Background: an optimization exercise with open tools, aiming at small area. Do not read the settings as production practice.
Function was checked by simulation only, so behaviour that the tests miss may differ from the original.

==> flow/design.v <==
module rom
(
     clk_i
    ,rst_i
    ,pc_i
    ,w_rom_data_i
    ,w_rom_addr_i
    ,en_w_rom_i
    ,inst_o
);
    input clk_i;
    input rst_i;
    input [15:0] pc_i;
    input [31:0] w_rom_data_i;
    input [15:0] w_rom_addr_i;
    input en_w_rom_i; 
    output reg [31:0] inst_o;
reg [31:0] ROM[31:0];
integer row;
always @(posedge clk_i) begin
    if (rst_i == 1'b1) begin
        inst_o <= 32'b00010001010000000000000000000000;
        for(row = 0; row <= 31; row = row + 1)
            ROM[row] <= 32'b00010001010000000000000000000000;
    end
    else if (en_w_rom_i == 1'b1) begin
        inst_o <= 32'b00010001000000000000000000000000;
        ROM[w_rom_addr_i[4:0]] <= w_rom_data_i;
    end
    else begin
        inst_o <= ROM[pc_i[4:0]];
    end
end
endmodule
module ram
(
     clk_i
    ,rst_i
    ,en_w_ram_i
    ,w_ram_data_i
    ,w_ram_addr_i
    ,r_ram_addr_i
    ,r_ram_data_o
);
    input clk_i;
    input rst_i;
    input en_w_ram_i;
    input [7:0] w_ram_data_i;
    input [15:0] w_ram_addr_i;
    input [15:0] r_ram_addr_i;
    output reg [7:0] r_ram_data_o;
reg [7:0] RAM[31:0];
integer row;
always @(posedge clk_i) begin
    if (rst_i == 1'b1) begin
        r_ram_data_o <= 0;
        for(row = 0; row <= 31; row = row + 1)
            RAM[row] <= 0;
    end
    else if (en_w_ram_i == 1'b1) begin
        r_ram_data_o <= 0;
        RAM[w_ram_addr_i[4:0]] <= w_ram_data_i;
    end
    else begin
        r_ram_data_o <= RAM[r_ram_addr_i[4:0]];
    end
end
endmodule
module register
(
     clk_i
    ,rst_i
    ,en_w_reg_i
    ,w_reg_data_1_i
    ,w_reg_data_2_i
    ,w_reg_addr_1_i
    ,w_reg_addr_2_i
    ,r_reg_addr_1_i
    ,r_reg_addr_2_i
    ,r_reg_addr_3_i
    ,r_reg_addr_4_i
    ,r_reg_data_1_o
    ,r_reg_data_2_o
    ,r_reg_data_3_o
    ,r_reg_data_4_o
    ,reg_watcher_o
);
    input clk_i;
    input rst_i;
    input en_w_reg_i;
    input [7:0] w_reg_data_1_i;
    input [7:0] w_reg_data_2_i;
    input [4:0] w_reg_addr_1_i;
    input [4:0] w_reg_addr_2_i;
    input [4:0] r_reg_addr_1_i;
    input [4:0] r_reg_addr_2_i;
    input [4:0] r_reg_addr_3_i;
    input [4:0] r_reg_addr_4_i;
    output reg [7:0] r_reg_data_1_o;
    output reg [7:0] r_reg_data_2_o;
    output reg [7:0] r_reg_data_3_o;
    output reg [7:0] r_reg_data_4_o;
    output wire [7:0] reg_watcher_o;
reg [7:0] REG[31:0];  
integer row;
always @(posedge clk_i) begin
    if (rst_i == 1'b1) begin
        r_reg_data_1_o <= 0;
        r_reg_data_2_o <= 0;
        r_reg_data_3_o <= 0;
        r_reg_data_4_o <= 0;
        for(row = 0; row <= 31; row = row + 1)
            REG[row] <= 0;
    end
    else if (en_w_reg_i == 1'b1) begin
        r_reg_data_1_o <= 0;
        r_reg_data_2_o <= 0;
        r_reg_data_3_o <= 0;
        r_reg_data_4_o <= 0;
        REG[w_reg_addr_1_i] <= w_reg_data_1_i;
        REG[w_reg_addr_2_i] <= w_reg_data_2_i;
    end
    else begin
        r_reg_data_1_o <= REG[r_reg_addr_1_i];
        r_reg_data_2_o <= REG[r_reg_addr_2_i];
        r_reg_data_3_o <= REG[r_reg_addr_3_i];
        r_reg_data_4_o <= REG[r_reg_addr_4_i];
    end
end
assign reg_watcher_o = REG[5'd22];
endmodule
module inst_mode
(
     clk_i
    ,rst_i
    ,mode_sel_i
    ,imm_inst_i
    ,rom_inst_i
    ,inst_o
);
    input clk_i;
    input rst_i;
    input mode_sel_i;
    input [31:0] imm_inst_i;
    input [31:0] rom_inst_i;
    output [31:0] inst_o;
reg [1:0] bubble_counter;
always @(posedge clk_i) begin
    if (rst_i == 1'b1) begin
        bubble_counter <= 0;
    end
    else if(mode_sel_i == 1'b1) begin
        if (bubble_counter == 3) begin
            bubble_counter <= 0;
        end
        else begin
            bubble_counter <= bubble_counter + 1;
        end
    end
    else begin
        bubble_counter <= 0;
    end
end
assign inst_o = (bubble_counter == 0)?((mode_sel_i)?rom_inst_i:imm_inst_i):32'b00010001000000000000000000000000;
endmodule
module decode
(
     inst_i
    ,alu_o
    ,pc_o
    ,reg_o
    ,imm_o
    ,mem_o
    ,reg_addr_1_o
    ,reg_addr_2_o
    ,reg_addr_3_o
    ,reg_addr_4_o
    ,ram_addr_o
    ,imm_data_1_o
    ,imm_data_2_o
    ,npu_ram_addr_o
    ,npu_w_reg_addr_o
);
    input [31:0] inst_i;
    output [7:0] alu_o;
    output [1:0] pc_o;
    output [1:0] reg_o;
    output imm_o;
    output mem_o;
    output [4:0] reg_addr_1_o;
    output [4:0] reg_addr_2_o;
    output [4:0] reg_addr_3_o;
    output [4:0] reg_addr_4_o;
    output [15:0] ram_addr_o;
    output [7:0] imm_data_1_o;
    output [7:0] imm_data_2_o;
    output [7:0] npu_ram_addr_o;
    output [4:0] npu_w_reg_addr_o;
function [4:0] reg_addr_1;
    input [31:0] inst_i;
    case(inst_i[19])
        1'b1: begin
            case(inst_i[31:24])
                8'b00000001: reg_addr_1 = inst_i[9:5];
                8'b00000010: reg_addr_1 = inst_i[9:5];
                8'b00000101: reg_addr_1 = inst_i[9:5];
                8'b00000110: reg_addr_1 = inst_i[9:5];
                8'b00000111: reg_addr_1 = inst_i[9:5];
                8'b00001000: reg_addr_1 = inst_i[9:5];
                8'b00001001: reg_addr_1 = inst_i[9:5];
                8'b00001010: reg_addr_1 = inst_i[9:5];
                default: reg_addr_1 = 8'b00000000;
            endcase
        end
        1'b0: begin
            case(inst_i[31:24])
                8'b00000001: reg_addr_1 = inst_i[17:13];
                8'b00000010: reg_addr_1 = inst_i[17:13];
                8'b00000011: reg_addr_1 = inst_i[17:13];
                8'b00000100: reg_addr_1 = inst_i[17:13];
                8'b00000101: reg_addr_1 = inst_i[17:13];
                8'b00000110: reg_addr_1 = inst_i[17:13];
                8'b00000111: reg_addr_1 = inst_i[17:13];
                8'b00001000: reg_addr_1 = inst_i[17:13];
                8'b00001001: reg_addr_1 = inst_i[17:13];
                8'b00001010: reg_addr_1 = inst_i[17:13];            
                8'b00001011: reg_addr_1 = inst_i[17:13];
                8'b00001101: reg_addr_1 = inst_i[17:13];
                8'b00001110: reg_addr_1 = inst_i[17:13];
                8'b00001111: reg_addr_1 = inst_i[17:13];
                8'b00010000: reg_addr_1 = inst_i[17:13];
                8'b00010001: reg_addr_1 = 8'b00000000;
                8'b00010010:  reg_addr_1 = 5'd27;
                default: reg_addr_1 = 8'b00000000;
            endcase
        end
        default: reg_addr_1 = 8'b00000000;
    endcase
endfunction
function [4:0] reg_addr_2;
    input [31:0] inst_i;
    case(inst_i[19])
        1'b1: begin
            case(inst_i[31:24])
                8'b00000001: reg_addr_2 = inst_i[4:0];
                8'b00000010: reg_addr_2 = inst_i[4:0];
                8'b00000101: reg_addr_2 = inst_i[4:0];
                8'b00000110: reg_addr_2 = inst_i[4:0];
                8'b00001000: reg_addr_2 = inst_i[4:0];
                8'b00001001: reg_addr_2 = inst_i[4:0];
                default: reg_addr_2 = 8'b00000000;
            endcase
        end
        1'b0: begin
            case(inst_i[31:24])
                8'b00000001: reg_addr_2 = inst_i[12:8];
                8'b00000010: reg_addr_2 = inst_i[12:8];
                8'b00000011: reg_addr_2 = inst_i[12:8];
                8'b00000100: reg_addr_2 = inst_i[12:8];
                8'b00000101: reg_addr_2 = inst_i[12:8];
                8'b00000110: reg_addr_2 = inst_i[12:8];
                8'b00000111: reg_addr_2 = inst_i[12:8];
                8'b00001000: reg_addr_2 = inst_i[12:8];
                8'b00001001: reg_addr_2 = inst_i[12:8];
                8'b00001010: reg_addr_2 = inst_i[12:8];            
                8'b00001011: reg_addr_2 = inst_i[12:8];
                8'b00001101: reg_addr_2 = inst_i[12:8];
                8'b00001110: reg_addr_2 = inst_i[12:8];
                8'b00001111: reg_addr_2 = inst_i[12:8];
                8'b00010000: reg_addr_2 = inst_i[12:8];
                8'b00010001: reg_addr_2 = 8'b00000000;
                default: reg_addr_2 = 8'b00000000;
            endcase
        end
        default: reg_addr_2 = 8'b00000000;
    endcase
endfunction
function [4:0] reg_addr_3;
    input [31:0] inst_i;
    case(inst_i[19])
        1'b1: begin
            case(inst_i[31:24])
                default: reg_addr_3 = 8'b00000000;
            endcase
        end
        1'b0: begin
            case(inst_i[31:24])
                8'b00000001: reg_addr_3 = inst_i[7:3];
                8'b00000010: reg_addr_3 = inst_i[7:3];
                8'b00000011: reg_addr_3 = inst_i[7:3];
                8'b00000100: reg_addr_3 = 5'd24;
                8'b00000101: reg_addr_3 = inst_i[7:3];
                8'b00000110: reg_addr_3 = inst_i[7:3];
                8'b00001000: reg_addr_3 = inst_i[7:3];
                8'b00001001: reg_addr_3 = inst_i[7:3];           
                8'b00001011: reg_addr_3 = inst_i[7:3];
                8'b00001110: reg_addr_3 = 5'd30;
                8'b00001111: reg_addr_3 = 5'd30;
                8'b00010000: reg_addr_3 = inst_i[7:3];
                8'b00010001: reg_addr_3 = 8'b00000000;
                default: reg_addr_3 = 8'b00000000;
            endcase
        end
        default: reg_addr_3 = 8'b00000000;
    endcase
endfunction
function [4:0] reg_addr_4;
    input [31:0] inst_i;
    case(inst_i[19])
        1'b1: begin
            case(inst_i[31:24])
                default: reg_addr_4 = 8'b00000000;
            endcase
        end
        1'b0: begin
            case(inst_i[31:24])
                8'b00000100: reg_addr_4 = 5'd23;
                8'b00001110: reg_addr_4 = 5'd29;
                8'b00001111: reg_addr_4 = 5'd29;
                8'b00010001: reg_addr_4 = 8'b00000000;
                default: reg_addr_4 = 8'b00000000;
            endcase
        end
        default: reg_addr_4 = 8'b00000000;
    endcase
endfunction
function [7:0] imm_data_1;
    input [31:0]inst_i;
    case(inst_i[19])
        1'b1: begin
            case(inst_i[31:24])
                8'b00000001: imm_data_1 = inst_i[17:10];
                8'b00000010: imm_data_1 = inst_i[17:10];
                8'b00000101: imm_data_1 = inst_i[17:10];
                8'b00000110: imm_data_1 = inst_i[17:10];
                8'b00000111: imm_data_1 = inst_i[17:10];
                8'b00001000: imm_data_1 = inst_i[17:10];
                8'b00001001: imm_data_1 = inst_i[17:10];
                8'b00001010: imm_data_1 = inst_i[17:10];
                8'b00001100: imm_data_1 = inst_i[17:10];
                default: imm_data_1 = 8'b00000000;
            endcase
        end
        1'b0: begin
            case(inst_i[31:24])
                default: imm_data_1 = 8'b00000000;
            endcase
        end
        default: imm_data_1 = 8'b00000000;
    endcase
endfunction
function [7:0] imm_data_2;
    input [31:0]inst_i;
    case(inst_i[19])
        1'b1: begin
            case(inst_i[31:24])
                8'b00001100: imm_data_2 = inst_i[9:2];
                default: imm_data_2 = 8'b00000000;
            endcase
        end
        1'b0: begin
            case(inst_i[31:24])
                default: imm_data_2 = 8'b00000000;
            endcase
        end
        default: imm_data_2 = 8'b00000000;
    endcase
endfunction
assign alu_o = inst_i[31:24];
assign pc_o = inst_i[23:22];
assign reg_o = inst_i[21:20];
assign imm_o = inst_i[19];
assign mem_o = inst_i[18];
assign reg_addr_1_o = reg_addr_1(inst_i);
assign reg_addr_2_o = reg_addr_2(inst_i);
assign reg_addr_3_o = reg_addr_3(inst_i);
assign reg_addr_4_o = reg_addr_4(inst_i);
assign ram_addr_o = (alu_o == 8'b00001100)?inst_i[17:2]:8'b00000000;
assign imm_data_1_o = imm_data_1(inst_i);
assign imm_data_2_o = imm_data_2(inst_i);
assign npu_ram_addr_o = inst_i[17:10];
assign npu_w_reg_addr_o = inst_i[9:5];
endmodule
module inst_buffer
(
     clk_i
    ,rst_i
    ,alu_i
    ,pc_i
    ,reg_i
    ,imm_i
    ,mem_i
    ,reg_addr_1_i
    ,reg_addr_2_i
    ,reg_addr_3_i
    ,reg_addr_4_i
    ,ram_addr_i
    ,imm_data_1_i
    ,imm_data_2_i
    ,npu_ram_addr_i
    ,npu_w_reg_addr_i
    ,alu_o
    ,pc_o
    ,reg_o
    ,imm_o
    ,mem_o
    ,reg_addr_1_o
    ,reg_addr_2_o
    ,reg_addr_3_o
    ,reg_addr_4_o
    ,ram_addr_o
    ,imm_data_1_o
    ,imm_data_2_o
    ,npu_ram_addr_o
    ,npu_w_reg_addr_o
);
    input clk_i;
    input rst_i;
    input [7:0] alu_i;
    input [1:0] pc_i;
    input [1:0] reg_i;
    input imm_i;
    input mem_i;
    input [4:0] reg_addr_1_i;
    input [4:0] reg_addr_2_i;
    input [4:0] reg_addr_3_i;
    input [4:0] reg_addr_4_i;
    input [15:0] ram_addr_i;
    input [7:0] imm_data_1_i;
    input [7:0] imm_data_2_i;
    input [7:0] npu_ram_addr_i;
    input [4:0] npu_w_reg_addr_i;
    output reg [7:0] alu_o;
    output reg [1:0] pc_o;
    output reg [1:0] reg_o;
    output reg imm_o;
    output reg mem_o;
    output reg [4:0] reg_addr_1_o;
    output reg [4:0] reg_addr_2_o;
    output reg [4:0] reg_addr_3_o;
    output reg [4:0] reg_addr_4_o;
    output reg [15:0] ram_addr_o;
    output reg [7:0] imm_data_1_o;
    output reg [7:0] imm_data_2_o;
    output reg [7:0] npu_ram_addr_o;
    output reg [4:0] npu_w_reg_addr_o;
always @(posedge clk_i) begin
    if (rst_i == 1'b1) begin
        alu_o <= 0;
        pc_o <= 0;
        reg_o <= 0;
        imm_o <= 0;
        mem_o <= 0;
        reg_addr_1_o <= 0;
        reg_addr_2_o <= 0;
        reg_addr_3_o <= 0;
        reg_addr_4_o <= 0;
        ram_addr_o <= 0;
        npu_ram_addr_o <= 0;
        npu_w_reg_addr_o <= 0;
    end
    else begin
        alu_o <= alu_i;
        pc_o <= pc_i;
        reg_o <= reg_i;
        imm_o <= imm_i;
        mem_o <= mem_i;
        reg_addr_1_o <= reg_addr_1_i;
        reg_addr_2_o <= reg_addr_2_i;
        reg_addr_3_o <= reg_addr_3_i;
        reg_addr_4_o <= reg_addr_4_i;
        ram_addr_o <= ram_addr_i;
        imm_data_1_o <= imm_data_1_i;
        imm_data_2_o <= imm_data_2_i;
        npu_ram_addr_o <= npu_ram_addr_i;
        npu_w_reg_addr_o <= npu_w_reg_addr_i;
    end
end
endmodule
module alu
(
     clk_i
    ,rst_i
    ,mode_sel_i
    ,alu_i
    ,pc_i
    ,reg_i
    ,imm_i
    ,mem_i
    ,reg_addr_1_i
    ,reg_addr_2_i
    ,reg_addr_3_i
    ,reg_addr_4_i
    ,ram_addr_i
    ,imm_data_1_i
    ,imm_data_2_i
    ,r_ram_data_i
    ,r_reg_data_1_i
    ,r_reg_data_2_i
    ,r_reg_data_3_i
    ,r_reg_data_4_i
    ,r_pc_data_i
    ,en_w_reg_o
    ,en_w_ram_o
    ,w_ram_data_o
    ,w_ram_addr_o
    ,w_reg_data_1_o
    ,w_reg_data_2_o
    ,w_reg_addr_1_o
    ,w_reg_addr_2_o
    ,w_pc_data_o
);
    input clk_i;
    input rst_i;
    input mode_sel_i;
    input [7:0] alu_i;
    input [1:0] pc_i;
    input [1:0] reg_i;
    input imm_i;
    input mem_i;
    input [4:0] reg_addr_1_i;
    input [4:0] reg_addr_2_i;
    input [4:0] reg_addr_3_i;
    input [4:0] reg_addr_4_i;
    input [15:0] ram_addr_i;
    input [7:0] imm_data_1_i;
    input [7:0] imm_data_2_i;
    input [7:0] r_ram_data_i;
    input [7:0] r_reg_data_1_i;
    input [7:0] r_reg_data_2_i;
    input [7:0] r_reg_data_3_i;
    input [7:0] r_reg_data_4_i;
    input [15:0] r_pc_data_i;
    output reg en_w_reg_o;
    output reg en_w_ram_o;
    output reg [7:0] w_ram_data_o;
    output reg [15:0] w_ram_addr_o;
    output reg [7:0] w_reg_data_1_o;
    output reg [7:0] w_reg_data_2_o;
    output reg [4:0] w_reg_addr_1_o;
    output reg [4:0] w_reg_addr_2_o;
    output reg [15:0] w_pc_data_o;
wire [15:0] mul_imm_rslt;
wire [15:0] mul_reg_rslt;
wire [15:0] div_rslt;
assign mul_imm_rslt = r_reg_data_1_i * imm_data_1_i;
assign mul_reg_rslt = r_reg_data_1_i * r_reg_data_2_i;
assign div_rslt = ({r_reg_data_1_i, r_reg_data_2_i} == 16'd0) ? 16'hFFFF :
                  {r_reg_data_3_i, r_reg_data_4_i}/{r_reg_data_1_i, r_reg_data_2_i};
always @(posedge clk_i) begin
    if (rst_i == 1'b1) begin
        en_w_reg_o <= 0;
        en_w_ram_o <= 0;
        w_ram_data_o <= 0;
        w_ram_addr_o <= 0;
        w_reg_data_1_o <= 0;
        w_reg_data_2_o <= 0;
        w_reg_addr_1_o <= 0;
        w_reg_addr_2_o <= 0;
        w_pc_data_o <= 0;
    end
    else begin
        case(alu_i)
            8'b00000001: begin
                if (imm_i == 1'b1) begin
                    if (imm_data_1_i[7] == 1 && r_reg_data_1_i[7] == 1) begin
                        w_reg_addr_1_o <= reg_addr_2_i;
                        w_reg_addr_2_o <= 5'd26;
                        w_reg_data_1_o <= imm_data_1_i + r_reg_data_1_i;
                        w_reg_data_2_o <= 8'b11111111;
                    end
                    else begin
                        w_reg_addr_1_o <= reg_addr_2_i;
                        w_reg_addr_2_o <= 5'd26;
                        w_reg_data_1_o <= imm_data_1_i + r_reg_data_1_i;
                        w_reg_data_2_o <= 8'b00000000;
                    end
                end
                else begin
                    if (r_reg_data_2_i[7] == 1 && r_reg_data_1_i[7] == 1) begin
                        w_reg_addr_1_o <= reg_addr_3_i;
                        w_reg_addr_2_o <= 5'd26;
                        w_reg_data_1_o <= r_reg_data_2_i + r_reg_data_1_i;
                        w_reg_data_2_o <= 8'b11111111;
                    end
                    else begin
                        w_reg_addr_1_o <= reg_addr_3_i;
                        w_reg_addr_2_o <= 5'd26;
                        w_reg_data_1_o <= r_reg_data_2_i + r_reg_data_1_i;
                        w_reg_data_2_o <= 8'b00000000;
                    end
                end
                en_w_reg_o <= 1;
                en_w_ram_o <= 0;
                w_ram_data_o <= 0;
                w_ram_addr_o <= 0;
                if (mode_sel_i == 1'b0) begin
                    w_pc_data_o <= r_pc_data_i;
                end
                else begin
                    if (r_pc_data_i >= 31) begin
                        w_pc_data_o <= 0;
                    end
                    else begin
                        w_pc_data_o <= r_pc_data_i + 1;
                    end
                end
            end
            8'b00000010: begin
                if (imm_i == 1'b1) begin
                    w_reg_addr_1_o <= reg_addr_2_i;
                    w_reg_addr_2_o <= 5'd25;
                    w_reg_data_1_o <= r_reg_data_1_i - imm_data_1_i;
                    if (imm_data_1_i <= r_reg_data_1_i) begin
                        w_reg_data_2_o <= 8'b00000000;
                    end
                    else begin
                        w_reg_data_2_o <= 8'b11111111;
                    end
                end
                else begin
                    w_reg_addr_1_o <= reg_addr_3_i;
                    w_reg_addr_2_o <= 5'd25;
                    w_reg_data_1_o <= r_reg_data_1_i - r_reg_data_2_i;
                    if (r_reg_data_2_i <= r_reg_data_1_i) begin
                        w_reg_data_2_o <= 8'b00000000;
                    end
                    else begin
                        w_reg_data_2_o <= 8'b11111111;
                    end
                end
                en_w_reg_o <= 1;
                en_w_ram_o <= 0;
                w_ram_data_o <= 0;
                w_ram_addr_o <= 0;
                if (mode_sel_i == 1'b0) begin
                    w_pc_data_o <= r_pc_data_i;
                end
                else begin
                    if (r_pc_data_i >= 31) begin
                        w_pc_data_o <= 0;
                    end
                    else begin
                        w_pc_data_o <= r_pc_data_i + 1;
                    end
                end
            end
            8'b00000011: begin
                if (imm_i == 1'b1) begin
                    w_reg_addr_1_o <= 5'd24;
                    w_reg_addr_2_o <= 5'd23;
                    w_reg_data_1_o <= mul_imm_rslt[15:8];
                    w_reg_data_2_o <= mul_imm_rslt[7:0];
                end
                else begin
                    w_reg_addr_1_o <= 5'd24;
                    w_reg_addr_2_o <= 5'd23;
                    w_reg_data_1_o <= mul_reg_rslt[15:8];
                    w_reg_data_2_o <= mul_reg_rslt[7:0];
                end
                en_w_reg_o <= 1;
                en_w_ram_o <= 0;
                w_ram_data_o <= 0;
                w_ram_addr_o <= 0;
                if (mode_sel_i == 1'b0) begin
                    w_pc_data_o <= r_pc_data_i;
                end
                else begin
                    if (r_pc_data_i >= 31) begin
                        w_pc_data_o <= 0;
                    end
                    else begin
                        w_pc_data_o <= r_pc_data_i + 1;
                    end
                end
            end
            8'b00000100: begin
                if (imm_i == 1'b1) begin
                    en_w_reg_o <= 0;
                    en_w_ram_o <= 0;
                    w_ram_data_o <= 0;
                    w_ram_addr_o <= 0;
                    w_reg_data_1_o <= 0;
                    w_reg_data_2_o <= 0;
                    w_reg_addr_1_o <= 0;
                    w_reg_addr_2_o <= 0;
                end
                else begin
                    w_reg_addr_1_o <= 5'd24;
                    w_reg_addr_2_o <= 5'd23;
                    w_reg_data_1_o <= div_rslt[15:8];
                    w_reg_data_2_o <= div_rslt[7:0];
                end
                en_w_reg_o <= 1;
                en_w_ram_o <= 0;
                w_ram_data_o <= 0;
                w_ram_addr_o <= 0;
                if (mode_sel_i == 1'b0) begin
                    w_pc_data_o <= r_pc_data_i;
                end
                else begin
                    if (r_pc_data_i >= 31) begin
                        w_pc_data_o <= 0;
                    end
                    else begin
                        w_pc_data_o <= r_pc_data_i + 1;
                    end
                end
            end
            8'b00000101: begin
                if (imm_i == 1'b1) begin
                    w_reg_addr_1_o <= reg_addr_2_i;
                    w_reg_data_1_o <= imm_data_1_i & r_reg_data_1_i;
                end
                else begin
                    w_reg_addr_1_o <= reg_addr_3_i;
                    w_reg_data_1_o <= r_reg_data_2_i & r_reg_data_1_i;
                end
                w_reg_addr_2_o <= 5'd0;
                w_reg_data_2_o <= 8'b00000000;
                en_w_reg_o <= 1;
                en_w_ram_o <= 0;
                w_ram_data_o <= 0;
                w_ram_addr_o <= 0;
                if (mode_sel_i == 1'b0) begin
                    w_pc_data_o <= r_pc_data_i;
                end
                else begin
                    if (r_pc_data_i >= 31) begin
                        w_pc_data_o <= 0;
                    end
                    else begin
                        w_pc_data_o <= r_pc_data_i + 1;
                    end
                end
            end
            8'b00000110: begin
                if (imm_i == 1'b1) begin
                    w_reg_addr_1_o <= reg_addr_2_i;
                    w_reg_data_1_o <= imm_data_1_i | r_reg_data_1_i;
                end
                else begin
                    w_reg_addr_1_o <= reg_addr_3_i;
                    w_reg_data_1_o <= r_reg_data_2_i | r_reg_data_1_i;
                end
                w_reg_addr_2_o <= 5'd0;
                w_reg_data_2_o <= 8'b00000000;
                en_w_reg_o <= 1;
                en_w_ram_o <= 0;
                w_ram_data_o <= 0;
                w_ram_addr_o <= 0;
                if (mode_sel_i == 1'b0) begin
                    w_pc_data_o <= r_pc_data_i;
                end
                else begin
                    if (r_pc_data_i >= 31) begin
                        w_pc_data_o <= 0;
                    end
                    else begin
                        w_pc_data_o <= r_pc_data_i + 1;
                    end
                end
            end
            8'b00000111: begin
                if (imm_i == 1'b1) begin
                    w_reg_addr_1_o <= reg_addr_1_i;
                    w_reg_data_1_o <= ~ imm_data_1_i;
                end
                else begin
                    w_reg_addr_1_o <= reg_addr_2_i;
                    w_reg_data_1_o <= ~ r_reg_data_1_i;
                end
                w_reg_addr_2_o <= 5'd0;
                w_reg_data_2_o <= 8'b00000000;
                en_w_reg_o <= 1;
                en_w_ram_o <= 0;
                w_ram_data_o <= 0;
                w_ram_addr_o <= 0;
                if (mode_sel_i == 1'b0) begin
                    w_pc_data_o <= r_pc_data_i;
                end
                else begin
                    if (r_pc_data_i >= 31) begin
                        w_pc_data_o <= 0;
                    end
                    else begin
                        w_pc_data_o <= r_pc_data_i + 1;
                    end
                end
            end
            8'b00001000: begin
                if (imm_i == 1'b1) begin
                    w_reg_addr_1_o <= reg_addr_2_i;
                    w_reg_data_1_o <= r_reg_data_1_i >> imm_data_1_i;
                end
                else begin
                    w_reg_addr_1_o <= reg_addr_3_i;
                    w_reg_data_1_o <= r_reg_data_1_i >> r_reg_data_2_i;
                end
                w_reg_addr_2_o <= 5'd0;
                w_reg_data_2_o <= 8'b00000000;
                en_w_reg_o <= 1;
                en_w_ram_o <= 0;
                w_ram_data_o <= 0;
                w_ram_addr_o <= 0;
                if (mode_sel_i == 1'b0) begin
                    w_pc_data_o <= r_pc_data_i;
                end
                else begin
                    if (r_pc_data_i >= 31) begin
                        w_pc_data_o <= 0;
                    end
                    else begin
                        w_pc_data_o <= r_pc_data_i + 1;
                    end
                end
            end
            8'b00001001: begin
                if (imm_i == 1'b1) begin
                    w_reg_addr_1_o <= reg_addr_2_i;
                    w_reg_data_1_o <= r_reg_data_1_i << imm_data_1_i;
                end
                else begin
                    w_reg_addr_1_o <= reg_addr_3_i;
                    w_reg_data_1_o <= r_reg_data_1_i << r_reg_data_2_i;
                end
                w_reg_addr_2_o <= 5'd0;
                w_reg_data_2_o <= 8'b00000000;
                en_w_reg_o <= 1;
                en_w_ram_o <= 0;
                w_ram_data_o <= 0;
                w_ram_addr_o <= 0;
                if (mode_sel_i == 1'b0) begin
                    w_pc_data_o <= r_pc_data_i;
                end
                else begin
                    if (r_pc_data_i >= 31) begin
                        w_pc_data_o <= 0;
                    end
                    else begin
                        w_pc_data_o <= r_pc_data_i + 1;
                    end
                end
            end
            8'b00001010: begin
                if (imm_i == 1'b1) begin
                    w_reg_addr_1_o <= reg_addr_1_i;
                    w_reg_data_1_o <= imm_data_1_i;
                end
                else begin
                    w_reg_addr_1_o <= reg_addr_2_i;
                    w_reg_data_1_o <= r_reg_data_1_i;
                end
                w_reg_addr_2_o <= 5'd0;
                w_reg_data_2_o <= 8'b00000000;
                en_w_reg_o <= 1;
                en_w_ram_o <= 0;
                w_ram_data_o <= 0;
                w_ram_addr_o <= 0;
                if (mode_sel_i == 1'b0) begin
                    w_pc_data_o <= r_pc_data_i;
                end
                else begin
                    if (r_pc_data_i >= 31) begin
                        w_pc_data_o <= 0;
                    end
                    else begin
                        w_pc_data_o <= r_pc_data_i + 1;
                    end
                end
            end
            8'b00001011: begin
                if (imm_i == 1'b1) begin
                    en_w_reg_o <= 0;
                    en_w_ram_o <= 0;
                    w_ram_data_o <= 0;
                    w_ram_addr_o <= 0;
                    w_reg_data_1_o <= 0;
                    w_reg_data_2_o <= 0;
                    w_reg_addr_1_o <= 0;
                    w_reg_addr_2_o <= 0;
                end
                else begin
                    w_reg_addr_1_o <= 5'd0;
                    w_reg_data_1_o <= 8'b00000000;
                    w_reg_addr_2_o <= 5'd0;
                    w_reg_data_2_o <= 8'b00000000;
                    en_w_reg_o <= 0;
                    en_w_ram_o <= 1;
                    w_ram_data_o <= r_reg_data_1_i;
                    w_ram_addr_o <= {r_reg_data_2_i,r_reg_data_3_i};
                end
                if (mode_sel_i == 1'b0) begin
                    w_pc_data_o <= r_pc_data_i;
                end
                else begin
                    if (r_pc_data_i >= 31) begin
                        w_pc_data_o <= 0;
                    end
                    else begin
                        w_pc_data_o <= r_pc_data_i + 1;
                    end
                end
            end
            8'b00001100: begin
                if (imm_i == 1'b1) begin
                    en_w_reg_o <= 1;
                    en_w_ram_o <= 0;
                    w_ram_data_o <= 0;
                    w_ram_addr_o <= 0;
                    w_reg_data_1_o <= r_ram_data_i;
                    w_reg_data_2_o <= 5'd0;
                    w_reg_addr_1_o <= 5'd28;
                    w_reg_addr_2_o <= 8'b00000000;
                end
                else begin
                    en_w_reg_o <= 0;
                    en_w_ram_o <= 0;
                    w_ram_data_o <= 0;
                    w_ram_addr_o <= 0;
                    w_reg_data_1_o <= 0;
                    w_reg_data_2_o <= 0;
                    w_reg_addr_1_o <= 0;
                    w_reg_addr_2_o <= 0;
                end
                if (mode_sel_i == 1'b0) begin
                    w_pc_data_o <= r_pc_data_i;
                end
                else begin
                    if (r_pc_data_i >= 31) begin
                        w_pc_data_o <= 0;
                    end
                    else begin
                        w_pc_data_o <= r_pc_data_i + 1;
                    end
                end
            end
            8'b00001101: begin
                if (imm_i == 1'b1) begin
                    en_w_reg_o <= 0;
                    en_w_ram_o <= 0;
                    w_ram_data_o <= 0;
                    w_ram_addr_o <= 0;
                    w_reg_data_1_o <= 0;
                    w_reg_data_2_o <= 0;
                    w_reg_addr_1_o <= 0;
                    w_reg_addr_2_o <= 0;
                    w_pc_data_o <= r_pc_data_i + 1;
                end
                else begin
                    w_pc_data_o <= {r_reg_data_1_i,r_reg_data_2_i};
                end
            end
            8'b00001110: begin
                if (imm_i == 1'b1) begin
                    en_w_reg_o <= 0;
                    en_w_ram_o <= 0;
                    w_ram_data_o <= 0;
                    w_ram_addr_o <= 0;
                    w_reg_data_1_o <= 0;
                    w_reg_data_2_o <= 0;
                    w_reg_addr_1_o <= 0;
                    w_reg_addr_2_o <= 0;
                    w_pc_data_o <= r_pc_data_i + 1;
                end
                else begin
                    if (r_reg_data_1_i == r_reg_data_2_i) begin
                        w_pc_data_o <= {r_reg_data_3_i,r_reg_data_4_i};
                    end
                    else begin
                        w_pc_data_o <= r_pc_data_i + 1;
                    end
                end
            end
            8'b00001111: begin
                if (imm_i == 1'b1) begin
                    en_w_reg_o <= 0;
                    en_w_ram_o <= 0;
                    w_ram_data_o <= 0;
                    w_ram_addr_o <= 0;
                    w_reg_data_1_o <= 0;
                    w_reg_data_2_o <= 0;
                    w_reg_addr_1_o <= 0;
                    w_reg_addr_2_o <= 0;
                    w_pc_data_o <= r_pc_data_i + 1;
                end
                else begin
                    if (r_reg_data_1_i != r_reg_data_2_i) begin
                        w_pc_data_o <= {r_reg_data_3_i,r_reg_data_4_i};
                    end
                    else begin
                        w_pc_data_o <= r_pc_data_i + 1;
                    end
                end
            end
            8'b00010000: begin
                if (imm_i == 1'b1) begin
                    en_w_reg_o <= 0;
                    w_reg_data_1_o <= 0;
                    w_reg_data_2_o <= 0;
                    w_reg_addr_1_o <= 0;
                    w_reg_addr_2_o <= 0;
                end
                else begin
                    en_w_reg_o <= 1;
                    w_reg_data_1_o <= (r_reg_data_1_i > r_reg_data_2_i)?r_reg_data_1_i:r_reg_data_2_i;
                    w_reg_data_2_o <= (r_reg_data_1_i > r_reg_data_2_i)?8'b11111111:8'b00000000;
                    w_reg_addr_1_o <= r_reg_data_3_i;
                    w_reg_addr_2_o <= 5'd31;
                end
                en_w_ram_o <= 0;
                w_ram_data_o <= 0;
                w_ram_addr_o <= 0;
                if (mode_sel_i == 1'b0) begin
                    w_pc_data_o <= r_pc_data_i;
                end
                else begin
                    if (r_pc_data_i >= 31) begin
                        w_pc_data_o <= 0;
                    end
                    else begin
                        w_pc_data_o <= r_pc_data_i + 1;
                    end
                end
            end
            8'b00010001: begin
                en_w_ram_o <= 0;
                en_w_reg_o <= 0;
                w_ram_data_o <= 0;
                w_ram_addr_o <= 0;
                w_reg_data_1_o <= 0;
                w_reg_data_2_o <= 0;
                w_reg_addr_1_o <= 0;
                w_reg_addr_2_o <= 0;
                if (pc_i == 2'b00 || pc_i == 2'b11 || mode_sel_i == 1'b0) begin
                    w_pc_data_o <= r_pc_data_i;
                end
                else begin
                    if (r_pc_data_i >= 31) begin
                        w_pc_data_o <= 0;
                    end
                    else begin
                        w_pc_data_o <= r_pc_data_i + 1;
                    end
                end
            end
            8'b00010010: begin  
                if (imm_i == 1'b1) begin
                    en_w_reg_o <= 0;
                    en_w_ram_o <= 0;
                    w_ram_data_o <= 0;
                    w_ram_addr_o <= 0;
                    w_reg_data_1_o <= 0;
                    w_reg_data_2_o <= 0;
                    w_reg_addr_1_o <= 0;
                    w_reg_addr_2_o <= 0;
                    if (mode_sel_i == 1'b0) begin
                        w_pc_data_o <= r_pc_data_i;
                    end
                    else begin
                        if (r_pc_data_i >= 31) begin
                            w_pc_data_o <= 0;
                        end
                        else begin
                            w_pc_data_o <= r_pc_data_i + 1;
                        end
                    end
                end
                else begin
                    en_w_reg_o <= 0;
                    en_w_ram_o <= 0;
                    w_ram_data_o <= 0;
                    w_ram_addr_o <= 0;
                    w_reg_data_1_o <= 0;
                    w_reg_data_2_o <= 0;
                    w_reg_addr_1_o <= 0;
                    w_reg_addr_2_o <= 0;
                    if (mode_sel_i == 1'b0) begin
                        w_pc_data_o <= r_pc_data_i;
                    end
                    else begin
                        if (r_pc_data_i >= 31) begin
                            w_pc_data_o <= 0;
                        end
                        else begin
                            w_pc_data_o <= r_pc_data_i + 1;
                        end
                    end
                end
            end
            default: begin
                en_w_ram_o <= 0;
                en_w_reg_o <= 0;
                w_ram_data_o <= 0;
                w_ram_addr_o <= 0;
                w_reg_data_1_o <= 0;
                w_reg_data_2_o <= 0;
                w_reg_addr_1_o <= 0;
                w_reg_addr_2_o <= 0;
                if (mode_sel_i == 1'b0) begin
                    w_pc_data_o <= r_pc_data_i;
                end
                else begin
                    if (r_pc_data_i >= 31) begin
                        w_pc_data_o <= 0;
                    end
                    else begin
                        w_pc_data_o <= r_pc_data_i + 1;
                    end
                end
            end
        endcase
    end
end
endmodule
module isc_cpu_top
(
     clk_i
    ,rst_i
    ,rst_rom_i
    ,mode_sel_i
    ,en_w_rom_i
    ,w_rom_addr_i
    ,w_rom_data_i
    ,instruction_i
    ,reg_watcher_o
    ,pc_o
    ,wb_en_o
    ,wb_addr_1_o
    ,wb_data_1_o
    ,wb_addr_2_o
    ,wb_data_2_o
);
    input clk_i;
    input rst_i;
    input rst_rom_i;
    input mode_sel_i;
    input en_w_rom_i;
    input [15:0] w_rom_addr_i;
    input [31:0] w_rom_data_i;
    input [31:0] instruction_i;
    output [7:0] reg_watcher_o;
    output [15:0] pc_o;
    output wb_en_o;
    output [4:0] wb_addr_1_o;
    output [7:0] wb_data_1_o;
    output [4:0] wb_addr_2_o;
    output [7:0] wb_data_2_o;
wire [15:0] pc_s30;
wire [1:0] pc_sgin_s12;
wire [1:0] pc_sgin_s23;
wire [31:0] rom_inst_s12;
wire [31:0] inst_s12;
wire [7:0] alu_s12;
wire [1:0] reg_s12;
wire imm_s12;
wire mem_s12;
wire [4:0] r_reg_addr_1_s12;
wire [4:0] r_reg_addr_2_s12;
wire [4:0] r_reg_addr_3_s12;
wire [4:0] r_reg_addr_4_s12;
wire [15:0] r_ram_addr_s12;
wire [7:0] imm_data_1_s12;
wire [7:0] imm_data_2_s12;
wire [7:0] npu_ram_addr_s12;
wire [4:0] npu_w_reg_addr_s12;
wire [7:0] alu_s23;
wire [1:0] reg_s23;
wire imm_s23;
wire mem_s23;
wire [4:0] r_reg_addr_1_s23;
wire [4:0] r_reg_addr_2_s23;
wire [4:0] r_reg_addr_3_s23;
wire [4:0] r_reg_addr_4_s23;
wire [15:0] r_ram_addr_s23;
wire [7:0] imm_data_1_s23;
wire [7:0] imm_data_2_s23;
wire [7:0] npu_ram_addr_s23;
wire [4:0] npu_w_reg_addr_s23;
wire [7:0] r_reg_data_1;
wire [7:0] r_reg_data_2;
wire [7:0] r_reg_data_3;
wire [7:0] r_reg_data_4;
wire [7:0] r_ram_data;
wire en_w_reg;
wire en_w_ram;
wire [7:0] w_ram_data;
wire [15:0] w_ram_addr;
wire [7:0] w_reg_data_1;
wire [7:0] w_reg_data_2;
wire [4:0] w_reg_addr_1;
wire [4:0] w_reg_addr_2;
rom rom(
     .clk_i(clk_i)
    ,.rst_i(rst_rom_i)
    ,.pc_i(pc_s30)
    ,.w_rom_data_i(w_rom_data_i)
    ,.w_rom_addr_i(w_rom_addr_i)
    ,.en_w_rom_i(en_w_rom_i)
    ,.inst_o(rom_inst_s12)
);
inst_mode inst_mode(
     .clk_i(clk_i)
    ,.rst_i(rst_i)
    ,.mode_sel_i(mode_sel_i)
    ,.imm_inst_i(instruction_i)
    ,.rom_inst_i(rom_inst_s12)
    ,.inst_o(inst_s12)
);
decode decode(
     .inst_i(inst_s12)
    ,.alu_o(alu_s12)
    ,.pc_o(pc_sgin_s12)
    ,.reg_o(reg_s12)
    ,.imm_o(imm_s12)
    ,.mem_o(mem_s12)
    ,.reg_addr_1_o(r_reg_addr_1_s12)
    ,.reg_addr_2_o(r_reg_addr_2_s12)
    ,.reg_addr_3_o(r_reg_addr_3_s12)
    ,.reg_addr_4_o(r_reg_addr_4_s12)
    ,.ram_addr_o(r_ram_addr_s12)
    ,.imm_data_1_o(imm_data_1_s12)
    ,.imm_data_2_o(imm_data_2_s12)
    ,.npu_ram_addr_o(npu_ram_addr_s12)
    ,.npu_w_reg_addr_o(npu_w_reg_addr_s12)
);
ram ram(
     .clk_i(clk_i)
    ,.rst_i(rst_i)
    ,.en_w_ram_i(en_w_ram)
    ,.w_ram_data_i(w_ram_data)
    ,.w_ram_addr_i(w_ram_addr)
    ,.r_ram_addr_i(r_ram_addr_s12)
    ,.r_ram_data_o(r_ram_data)
);
register register(
     .clk_i(clk_i)
    ,.rst_i(rst_i)
    ,.en_w_reg_i(en_w_reg)
    ,.w_reg_data_1_i(w_reg_data_1)
    ,.w_reg_data_2_i(w_reg_data_2)
    ,.w_reg_addr_1_i(w_reg_addr_1)
    ,.w_reg_addr_2_i(w_reg_addr_2)
    ,.r_reg_addr_1_i(r_reg_addr_1_s12)
    ,.r_reg_addr_2_i(r_reg_addr_2_s12)
    ,.r_reg_addr_3_i(r_reg_addr_3_s12)
    ,.r_reg_addr_4_i(r_reg_addr_4_s12)
    ,.r_reg_data_1_o(r_reg_data_1)
    ,.r_reg_data_2_o(r_reg_data_2)
    ,.r_reg_data_3_o(r_reg_data_3)
    ,.r_reg_data_4_o(r_reg_data_4)
    ,.reg_watcher_o(reg_watcher_o)
);
inst_buffer inst_buffer(
     .clk_i(clk_i)
    ,.rst_i(rst_i)
    ,.alu_i(alu_s12)
    ,.pc_i(pc_sgin_s12)
    ,.reg_i(reg_s12)
    ,.imm_i(imm_s12)
    ,.mem_i(mem_s12)
    ,.reg_addr_1_i(r_reg_addr_1_s12)
    ,.reg_addr_2_i(r_reg_addr_2_s12)
    ,.reg_addr_3_i(r_reg_addr_3_s12)
    ,.reg_addr_4_i(r_reg_addr_4_s12)
    ,.ram_addr_i(r_ram_addr_s12)
    ,.imm_data_1_i(imm_data_1_s12)
    ,.imm_data_2_i(imm_data_2_s12)
    ,.npu_ram_addr_i(npu_ram_addr_s12)
    ,.npu_w_reg_addr_i(npu_w_reg_addr_s12)
    ,.alu_o(alu_s23)
    ,.pc_o(pc_sgin_s23)
    ,.reg_o(reg_s23)
    ,.imm_o(imm_s23)
    ,.mem_o(mem_s23)
    ,.reg_addr_1_o(r_reg_addr_1_s23)
    ,.reg_addr_2_o(r_reg_addr_2_s23)
    ,.reg_addr_3_o(r_reg_addr_3_s23)
    ,.reg_addr_4_o(r_reg_addr_4_s23)
    ,.ram_addr_o(r_ram_addr_s23)
    ,.imm_data_1_o(imm_data_1_s23)
    ,.imm_data_2_o(imm_data_2_s23)
    ,.npu_ram_addr_o(npu_ram_addr_s23)
    ,.npu_w_reg_addr_o(npu_w_reg_addr_s23)
);
alu alu(
     .clk_i(clk_i)
    ,.rst_i(rst_i)
    ,.mode_sel_i(mode_sel_i)
    ,.alu_i(alu_s23)
    ,.pc_i(pc_sgin_s23)
    ,.reg_i(reg_s23)
    ,.imm_i(imm_s23)
    ,.mem_i(mem_s23)
    ,.reg_addr_1_i(r_reg_addr_1_s23)
    ,.reg_addr_2_i(r_reg_addr_2_s23)
    ,.reg_addr_3_i(r_reg_addr_3_s23)
    ,.reg_addr_4_i(r_reg_addr_4_s23)
    ,.ram_addr_i(r_ram_addr_s23)
    ,.imm_data_1_i(imm_data_1_s23)
    ,.imm_data_2_i(imm_data_2_s23)
    ,.r_ram_data_i(r_ram_data)
    ,.r_reg_data_1_i(r_reg_data_1)
    ,.r_reg_data_2_i(r_reg_data_2)
    ,.r_reg_data_3_i(r_reg_data_3)
    ,.r_reg_data_4_i(r_reg_data_4)
    ,.r_pc_data_i(pc_s30)
    ,.en_w_reg_o(en_w_reg)
    ,.en_w_ram_o(en_w_ram)
    ,.w_ram_data_o(w_ram_data)
    ,.w_ram_addr_o(w_ram_addr)
    ,.w_reg_data_1_o(w_reg_data_1)
    ,.w_reg_data_2_o(w_reg_data_2)
    ,.w_reg_addr_1_o(w_reg_addr_1)
    ,.w_reg_addr_2_o(w_reg_addr_2)
    ,.w_pc_data_o(pc_s30)
);
assign pc_o = pc_s30;
assign wb_en_o = en_w_reg;
assign wb_addr_1_o = w_reg_addr_1;
assign wb_data_1_o = w_reg_data_1;
assign wb_addr_2_o = w_reg_addr_2;
assign wb_data_2_o = w_reg_data_2;
endmodule
==> flow/run.sh <==
#!/bin/bash
# synth_recipe.tcl (not shown) runs the flow's synth.tcl, then flattens the netlist and writes it again
# the make line also repeats each setting of config.mk as NAME=value (left out here)
make -C /OpenROAD-flow-scripts/flow DESIGN_CONFIG=/design/flow/config.mk WORK_HOME=/design/flow/orfs CLKGATE_MAP_FILE= SYNTH_SCRIPT=/design/flow/synth_recipe.tcl finish
==> flow/config.mk <==
export PLATFORM = sky130hd
export DESIGN_NAME = isc_cpu_top
export DESIGN_NICKNAME = isc_cpu_top
export VERILOG_FILES = /design/flow/design.v
export SDC_FILE = /design/flow/constraint.sdc
export NUM_CORES = 4
export LEC_CHECK = 0
export CAP_MARGIN = 20
export CORE_MARGIN = 2
export CORE_UTILIZATION = 40
export PLACE_DENSITY = 0.6
export SLEW_MARGIN = 20
==> flow/constraint.sdc <==
create_clock -name core_clock -period 40.0 [get_ports {clk_i}]
set_input_delay 8.0000 -clock core_clock [delete_from_list [all_inputs] [get_ports {clk_i}]]
set_output_delay 8.0000 -clock core_clock [all_outputs]
set_load 0.01 [all_outputs]
==> key figures <==
Min path
  • Worst Hold End: inst_mode.bubble_counter[0]
  • Worst Min Path Start: inst_mode.bubble_counter[0]
  • Hold Path Class: reg -> reg
  • Hold Path Depth: 1

Synth
  • Syn nets: 8417
  • Post-Synth Simple-Gate Area: 16.5%
  • Synth cell types: 106
  • Post-synth EDFFs: 1448
  • Main combinational cell family by area after synthesis: simple AND/OR/NAND/NOR gates
  • Mapped Cells: 7997
  • Top_reg_cell synth: edfxtp_1
  • Complex-gate fraction of the synthesized area: 12.6%
  • Yosys warns: 7
  • Fraction of registers with async set/reset: 0%
  • Synthesized area: 0.0926 mm²
  • Mapped Avg Cell Area: 11.6 µm²
  • Sequential area share after synthesis: 50.4%
  • Adder-cell share of the synthesized area: 5.14%
  • Post-Synth XOR/XNOR Area: 1.09%
  • FF+latch count, synth: 1607
  • Multiplexer share of the synthesized area: 10.6%

Global route
  • Overall routing resource usage: 26.0%
  • Largest net degree at the start of global routing: 129
  • First-pass GRT wire length: 453 mm
  • Antenna violations before repair: 18
  • Vias in the first global route: 66.0k
  • Grt ovf: 0

Setup path
  • Critical Path Most Common Cell: ha_1
  • Largest fanout on the critical path: 30
  • Worst flop-to-flop path endpoint: alu.w_reg_data_2_o[0]
  • CP Data Arrival Time: 32610 ps
  • Crit end category: flop
  • Max incr delay on CP: 810 ps
  • Startpoint types: flop
  • CP max-delay cell: a21oi_1
  • Setup Crit Path Kind: reg -> reg
  • RR Startpoint: register.r_reg_data_1_o[4]
  • Reg2Reg Depth: 111
  • Required @ worst endpoint: 40750 ps
  • Reg2reg setup slack: 8140 ps

Die
  • Die Y: 485 µm
  • Core area: 0.230 mm²
  • # rows: 176
  • Die area: 0.235 mm²
  • Die width: 485 µm
  • Initial Utilization: 40.2%
  • Io pins: 136

CTS
  • Sinks on Clock Net: 1607
  • Setup repair bufs after CTS: 0
  • Worst-Skew Late Latency: 870 ps
  • Hold buffer count at CTS: 0
  • CTS tree: built
  • PostCTS Resize Cnt: 0
  • H-tree depth: 4
  • Worst-path clk slew: 70 ps
  • TritonCTS Buffers: 175
  • Clock root buffer: clkbuf_16
  • CTS Buffer Depth: 3

STA
  • Fin Setup TNS: 0 ps
  • Achievable Freq: 0.0314 GHz
  • Final slew viol count: 0
  • Skew final: 80.0 ps
  • Final hold vios: 0
  • Headroom to the max-slew limit: 19.6%
  • RSZ-0062 raised after global routing: no
  • Final Setup Violations: 0
  • Least-Margin Pin Slew: 1200 ps
  • Final Critical Period: 31860 ps
  • Final worst-path cycle share: 79.7%

Finish
  • Share of layout cells above drive strength 1: 12.0%
  • Area grow syn2layout: 10.5%
  • Number of nets in the layout: 8220
  • Commonest non-fill, non-tap cells in the layout: edfxtp_1, and2_1, nand2_1
  • Most common library cell in the layout ignoring fill and taps: edfxtp_1
  • Fill cells: 21.0k
  • Final non-filler cell total: 11.0k

Detailed routing
  • Via count: 67.3k
  • Antenna-violating nets left: 0
  • Via density: 6.13
  • DR WL met2: 148 mm
  • Highest Signal Layer: met5
  • Residual DRC: 0
  • Wire per inst: 28.5 µm
  • DRT Wirelength: 313 mm
  • Initial DRT Pass Iterations: 8
  • DRT iter0 DRCs: 7370
  • Met1 wire length: 125 mm
  • Met3 wire length: 24.1 mm

Placed design
  • PortBufs: 118
  • DP HPWL: 198 mm
  • GPL Wtd Cong: 0.970
  • Placed cell count: 10.6k

Run status
  • Run status: timing/DRC/antenna clean

Job
  • Max_cap viols: 0
==> sequential cells by signal, summed over array words and instances, names as in the netlist, 16 cells and up, named ones only <==
| name | count |
|---|---|
| ram.RAM | 256 |
| alu.w_pc_data_o | 16 |
| rom.inst_o | 29 |
| register.REG | 256 |
| rom.ROM | 928 |
==> critical path: cells and delay by family, from the launching register on <==
kind	cells	cell delay [ps]
and+or+nand+nor	26	6980
AOI/OAI and AO/OA	54	14330
muxes	10	3750
DFF	1	300
buffers and inverters	6	1250
adders and majority gates	15	5060
==> area by class of cell <==
cell class              count  area [µm²]  area share [%]
inverters                 204         766           0.749
repair buffers            278        2440            2.39
flip-flops and latches   1607       46700            45.7
clock inverters           104        1160            1.14
multi-input cells        5534       42800            41.8
clock buffers             217        4640            4.54
well taps                3026        3790            3.70
diodes                      6        15.0          0.0147
==> layer usage <==
metal | vias to the layer above | track usage, %
met4 | 20 | 11.9
met2 | 3130 | 42.6
li1 | 29500 | -
met3 | 725 | 4.68
met1 | 33900 | 33.4
met5 | - | 0
==> synth_stat cells, drive strengths merged, types with 73 or more instances <==
cell type / n / area, µm²
edfxtp: 1448 / 43500
and2: 1137 / 7110
nand2: 592 / 2230
clkbuf: 499 / 1870
nor2: 414 / 1560
mux4: 296 / 6670
a22o: 280 / 2450
a21oi: 279 / 1420
ha: 260 / 3250
mux2i: 249 / 2490
o21ai: 238 / 1190
inv: 199 / 747
a211oi: 179 / 1340
or3: 176 / 1100
dfxtp: 159 / 3180
buf: 153 / 787
nor3: 125 / 663
nand3: 110 / 551
a31oi: 88 / 551
fa: 75 / 1500
a21o: 73 / 548
==> stage by stage <==
stage	utilization [%]	worst slack, ps	instance area, µm²	hold WS, ps
final	44.5	8140	102000	466
after global routing	44.4	5730	102000	484
after CTS	44.4	8430	102000	467
after detailed placement	41.9	8570	96400	459
after global placement	41.9	9180	96400	440
after floorplan	-	14900	92600	428
==> worst max-delay path by stage <==
stage	startpoint	end	slack, ps
6_report	register.r_reg_data_1_o[4]	alu.w_reg_data_2_o[0]	8140
5_1_grt	register.r_reg_data_1_o[6]	alu.w_reg_data_2_o[0]	5730
4_1_cts	register.r_reg_data_1_o[4]	alu.w_reg_data_2_o[0]	8430
3_5_place_dp	register.r_reg_data_1_o[6]	alu.w_reg_data_2_o[0]	8570
3_3_place_gp	register.r_reg_data_1_o[6]	alu.w_reg_data_2_o[0]	9180
2_1_floorplan	register.r_reg_data_1_o[7]	alu.w_reg_data_2_o[0]	14900
==> kinds of logic after synthesis <==
kind of cell             count (synthesis)
AO/OA/AOI/OAI                         1631
XOR/XNOR                               115
adder cells (fa/ha/maj)                335
buffers and inverters                  856
flip-flops                            1607
multiplexers                           600
AND/OR/NAND/NOR                       2853

re-timing with driven ports:
Ports are ideal in the flow. The routed layout listed here was re-timed in OpenROAD. Step 1 assumes that a clkbuf_16 drives the clock port and a buf_2 every other input. Step 2 moves the port delays by t, midway between the first and last clock arrival at a register: inputs arrive t later, outputs are due t later. That takes back most of the time a late clock gives input paths. Slacks: no drivers / after step 1 / after step 2; pairs: no drivers / after step 1.
t, ns: 0.926
setup slack, ns: 8.136 / 8.136 / 8.136
worst hold slack (ns): 0.466 / 0.466 / 0.466
worst slew at a driven data input, ns: 0.19
pins driven straight from the clock port: 1
After both steps setup and hold are still met in this run. The setup slack of this run moves by 0.000 ns with the drivers and by 0.000 ns with both steps.
